This is an optimization exercise on Yosys and OpenROAD, whose aim is small area and a short achievable clock period, not a production implementation.
In this exercise RTL edits were held to simulation tests only and were not proved equivalent to the original.
No driver is modelled on the clock port, so clocking that relies on it looks cheaper here than on a real chip.
Power figures rest on the tool's default switching activity, not on a simulated workload.

==> run D: inputs <==
// rv32i_sc
module rv32i_sc (
	input  logic        clk, rst_n,
	output logic [31:0] imem_addr,
	input  logic [31:0] imem_rdata,
	output logic [31:0] dmem_addr,
	output logic [31:0] dmem_wdata,
	output logic        dmem_we,
	input  logic [31:0] dmem_rdata,
	input  logic        SW_Src,
	input  logic [7:0]  io,
	output logic [31:0] out_read
);
clock: 18.0 ns
lec_check: 0
cap_margin: 20
core_margin: 2
core_utilization: 55
cts_buf_list: sky130_fd_sc_hd__clkbuf_16
cts_cluster_diameter: 120
cts_cluster_size: 24
slew_margin: 20
synth_hierarchical: 1
standard.sh (not shown) runs the stock make flow with config.mk's settings and CLKGATE_MAP_FILE= SYNTH_SCRIPT=/design/flow/synth_recipe.tcl, a recipe that flattens the netlist after the stock synthesis.
==> flow/flow/run.sh <==
#!/bin/bash
# The standard ORFS layout (the standard.sh) with two changes: timing
# repair aims for 7 ns of setup slack, and ports are buffered with buf_2.
# make's output goes to standard.log here; ORFS keeps each step's log under orfs/logs.
set -euo pipefail
bash standard.sh SETUP_SLACK_MARGIN=7 "BUFFER_PORTS_ARGS=-buffer_cell sky130_fd_sc_hd__buf_2" finish > standard.log 2>&1
==> inputs of run X, as changes to run D <==
--- a/flow/design.v
+++ b/flow/design.v
@@ -45,30 +45,30 @@
 	if (~rst_n) valid <= '0;
 	else        valid <= valid | wsel;
 genvar gi;
 generate
 	for (gi = 1; gi < 32; gi++) begin : g_rf
 		assign wsel[gi] = reg_we & (rd == gi);
+		assign sel1[gi] = valid[gi] & (rs1 == gi);
+		assign sel2[gi] = valid[gi] & (rs2 == gi);
 		always_ff @(posedge clk)
 			if (wsel[gi]) regs[gi] <= wd;
 	end
 endgenerate
-rf_dec d1 (.a(rs1), .valid(valid), .sel(sel1));
-rf_dec d2 (.a(rs2), .valid(valid), .sel(sel2));
 logic [31:0] rd1, rd2;
 logic [31:0][10:0] n1, n2;
 rf_read   rp1 (.sel(sel1), .regs(regs), .n(n1));
 rf_read   rp2 (.sel(sel2), .regs(regs), .n(n2));
 logic [31:0] rd2_n, rda_n;
 rf_red    rr2 (.n(n2), .q_n(rd2_n));
 rf_red    rra (.n(n1), .q_n(rda_n));       
-assign rd1 = ~rda_n;
 assign rd2 = ~rd2_n;
 logic [31:0] agu;
-logic [31:0] agu_n;
-agu_unit u_agu (.n(n1), .imm_n(~imm_agu), .sw_src(SW_Src), .io_n(~io), .sum_n(agu_n), .addr(dmem_addr));
+logic [31:0] rd1_n, agu_n;
+agu_unit u_agu (.n(n1), .imm_n(~imm_agu), .sw_src(SW_Src), .io_n(~io), .rd1_n(rd1_n), .sum_n(agu_n), .addr(dmem_addr));
+assign rd1 = ~rd1_n;
 assign agu = ~agu_n;
 assign dmem_we    = is_store;
 assign dmem_wdata = f3[1] ? rd2 : (f3[0] ? {{16{rd2[15]}}, rd2[15:0]} : {{24{rd2[7]}}, rd2[7:0]});
 logic [31:0] opb;
 logic        sub;
 assign opb = (b5 & ~b2) ? rd2 : imm_i;         
@@ -150,38 +150,12 @@
 			             .e(sel[3*k+3]), .f(regs[3*k+3][b]), .y(n[b][k]));
 		end
 		g_nand2 u31 (.a(sel[31]), .b(regs[31][b]), .y(n[b][10]));
 	end
 endgenerate
 endmodule
-module rf_dec (
-	input  logic [4:0]  a,
-	input  logic [31:1] valid,
-	output logic [31:1] sel
-);
-logic [4:0] an;
-logic [7:0] lo_n;
-logic [3:0] hi_n;
-genvar i;
-generate
-	for (i = 0; i < 5; i++) begin : g_an
-		g_inv u (.a(a[i]), .y(an[i]));
-	end
-	for (i = 0; i < 8; i++) begin : g_lo
-		g_nand3 u (.a(i[0] ? a[0] : an[0]), .b(i[1] ? a[1] : an[1]), .c(i[2] ? a[2] : an[2]), .y(lo_n[i]));
-	end
-	for (i = 0; i < 4; i++) begin : g_hi
-		g_nand2 u (.a(i[0] ? a[3] : an[3]), .b(i[1] ? a[4] : an[4]), .y(hi_n[i]));
-	end
-	for (i = 1; i < 32; i++) begin : g_sel
-		logic vn;
-		g_inv  uv (.a(valid[i]), .y(vn));
-		g_nor3 u  (.a(lo_n[i % 8]), .b(hi_n[i / 8]), .c(vn), .y(sel[i]));
-	end
-endgenerate
-endmodule
 module rf_red (
 	input  logic [31:0][10:0] n,
 	output logic [31:0]       q_n
 );
 logic [31:0][2:0] m;
 genvar b;
@@ -196,17 +170,17 @@
 endmodule
 module agu_unit (
 	input  logic [31:0][10:0] n,       
 	input  logic [31:0]       imm_n,   
 	input  logic              sw_src,
 	input  logic [7:0]        io_n,    
+	output logic [31:0]       rd1_n,   
 	output logic [31:0]       sum_n,   
 	output logic [31:0]       addr
 );
 logic [31:0][2:0] m;
-logic [31:0]      rd1_n;   
 genvar b;
 generate
 	for (b = 0; b < 32; b++) begin : g_rd
 		g_nand4 u0 (.a(n[b][0]), .b(n[b][1]), .c(n[b][2]),  .d(n[b][3]), .y(m[b][0]));
 		g_nand4 u1 (.a(n[b][4]), .b(n[b][5]), .c(n[b][6]),  .d(n[b][7]), .y(m[b][1]));
 		g_nand3 u2 (.a(n[b][8]), .b(n[b][9]), .c(n[b][10]), .y(m[b][2]));
- CTS_BUF_LIST: sky130_fd_sc_hd__clkbuf_16 -> sky130_fd_sc_hd__clkbuf_8
- CTS_CLUSTER_DIAMETER: 120 -> not set
- CTS_CLUSTER_SIZE: 24 -> not set
==> summary of the runs <==
- In flip-flop and latch count, run X and run D do not differ.
- Between run X and run D, the lower setup slack is in run X (gap 0.025 ns).
- Between run D and run X, the lower count of clock-buffer cells in the layout is in run D (gap 125).
- Of run D and run X, run D has the higher maximum frequency (gap 0.23%, measured against run X).
- Against run D, the final cell count of run X is higher by 3.1%.
- Combinational power: run X is smaller than run D (about 3%).
==> figures <==
metric                                                                   run D             run X
Max H-tree Level                                                             2                 4
Layout multi-input combinational cell count                              3,323             3,344
Required arrival time at the worst endpoint                           14.40 ns          18.74 ns
Critical path depth                                                         19                26
Largest fanout of any net on the critical path                               8                32
Critical register-to-register path endpoint                 regs[27]$_DFFE_PP_  pc[27]$_DFF_PN0_
Die Footprint                                                       0.108 mm^2        0.107 mm^2
Total buffers and inverters traversed by the critical path                   6                 4
Run status                                    no timing/DRC/antenna violations  no timing/DRC/antenna violations
Count of placed standard cells including taps                            6,427             6,355
Number of fill cells in the layout                                       8,304             8,081
Fraction of the yosys area taken by sequential cells                     55.5%             55.8%
Final period util                                                        61.9%             62.0%

* * *

==> inputs of 01-23 <==
Another version of the RTL of rv32i_sc (not shown whole).
Design rv32i_sc, start of the top module:
module rv32i_sc (
	input  logic        clk, rst_n,
	output logic [31:0] imem_addr,
	input  logic [31:0] imem_rdata,
	output logic [31:0] dmem_addr,
	output logic [31:0] dmem_wdata,
	output logic        dmem_we,
	input  logic [31:0] dmem_rdata,
	input  logic        SW_Src,
	input  logic [7:0]  io,
	output logic [31:0] out_read
);
export LEC_CHECK = 0
export CAP_MARGIN = 20
export CORE_MARGIN = 2
export CORE_UTILIZATION = 55
export CTS_BUF_LIST = sky130_fd_sc_hd__clkbuf_16
export CTS_CLUSTER_DIAMETER = 120
export CTS_CLUSTER_SIZE = 24
export SLEW_MARGIN = 20
export SYNTH_HIERARCHICAL = 1
create_clock -name core_clock -period 18.0 [get_ports {clk}]
Scripts as last shown in full above: flow/flow/run.sh
==> 04-16 (differences from 01-23) <==
==> flow/flow/run.sh (replaced) <==
#!/bin/bash
# The standard ORFS layout (the standard.sh) with these changes: timing
# repair aims for 7 ns of setup slack, ports are buffered with buf_2, and after
# CTS one more setup repair runs to the same target with more iterations.
# Each tool's output goes to its own log here; ORFS keeps each step's log under orfs/logs.
set -euo pipefail
ARGS=(SETUP_SLACK_MARGIN=7 "BUFFER_PORTS_ARGS=-buffer_cell sky130_fd_sc_hd__buf_2")
bash standard.sh "${ARGS[@]}" cts > standard_cts.log 2>&1
openroad -no_init -exit flow/repair.tcl > repair.log 2>&1
bash standard.sh "${ARGS[@]}" finish > standard.log 2>&1
==> flow/flow/repair.tcl (new file) <==
# Extra setup repair after CTS: the same target as the flow's own repair
# (7 ns of setup slack), with more iterations; then legalize and save.
set base orfs/results/sky130hd/rv32i_sc/base
read_liberty $::env(FLOW_HOME)/platforms/sky130hd/lib/sky130_fd_sc_hd__tt_025C_1v80.lib
read_db $base/4_cts.odb
read_sdc $base/4_cts.sdc
source $::env(FLOW_HOME)/platforms/sky130hd/setRC.tcl
set_dont_use [list sky130_fd_sc_hd__probe_p_8 sky130_fd_sc_hd__probec_p_8 sky130_fd_sc_hd__lpflow_*]
estimate_parasitics -placement
report_worst_slack -max
report_design_area
repair_timing -setup -setup_margin 7 -repair_tns 100 -max_iterations 3000 -match_cell_footprint -verbose
detailed_placement
check_placement -verbose
estimate_parasitics -placement
report_worst_slack -max
report_design_area
write_db $base/4_cts.odb
==> comparison table <==
| item | 01-23 | 04-16 |
|---|---|---|
| Count of plain and timing-repair buffers in the layout | 547 | 567 |
| Fraction of the cycle the final worst path needs | 0.622 | 0.624 |
| Final core utilization | 0.640 | 0.644 |
| Summed area of non-filler cells in the final layout | 66,100 um2 | 66,600 um2 |
| Critical path fanouts, max | 7 | 16 |
| Slew at the pin with the worst max-slew slack | 1.28 ns | 1.28 ns |
| Grt met2 use | 0.709 | 0.712 |
| Total number of vias | 52,200 | 52,300 |
| Crit path buf inv count | 8 | 6 |
| Proportion of cell area occupied by multi-input gates | 0.382 | 0.381 |
| Final cell count without fillers | 6,578 | 6,586 |
| Routed metal-1 wire length | 85.2 mm | 84.9 mm |
| Run status | finished clean | finished clean |
| Multi-input gate area | 25,300 um2 | 25,400 um2 |
| Overall routing resource usage | 0.484 | 0.485 |
| Antenna violations before repair | 18 | 11 |
| Area Overhead vs Synth | 15.6% | 16.4% |
| Comb. pwr | 2.56 mW | 2.57 mW |
| R2R setup slack | 10.17 ns | 10.22 ns |
| Global-route wire length before repair | 359 mm | 360 mm |

[static timing again, ports no longer ideal]
No port has a modelled driver above. Below, the same layouts with a new extraction and two added sets of constraints.
Step 1: set_driving_cell puts a clkbuf_16 on clk and a buf_2 on each other input, an assumption about the parent block.
Step 2 moves the port delays by t, midway between the first and last clock arrival at a register: inputs arrive t later, outputs are due t later. That takes back most of the time a late clock gives input paths.
Slacks: ideal / step 1 / step 2; pairs: ideal / step 1.
run | t, ns | slack for setup (ns) | hold WS [ns] | worst slew at a driven data input, ns | pins driven straight from the clock port
run D | 0.775 | 6.857 / 6.763 / 6.382 | 0.503 / 0.503 / 0.503 | 0.17 | 1
run X | 0.972 | 6.832 / 6.808 / 5.898 | 0.482 / 0.482 / 0.482 | 0.07 | 1
01-23 | 0.799 | 6.802 / 6.668 / 6.109 | 0.504 / 0.504 / 0.504 | 0.20 | 1
04-16 | 0.815 | 6.773 / 6.625 / 6.210 | 0.508 / 0.508 / 0.508 | 0.22 | 1
After both steps setup and hold are still met in every run listed. The setup slack of run X, which loses most, moves by -0.024 ns with the drivers and by -0.934 ns with both steps.
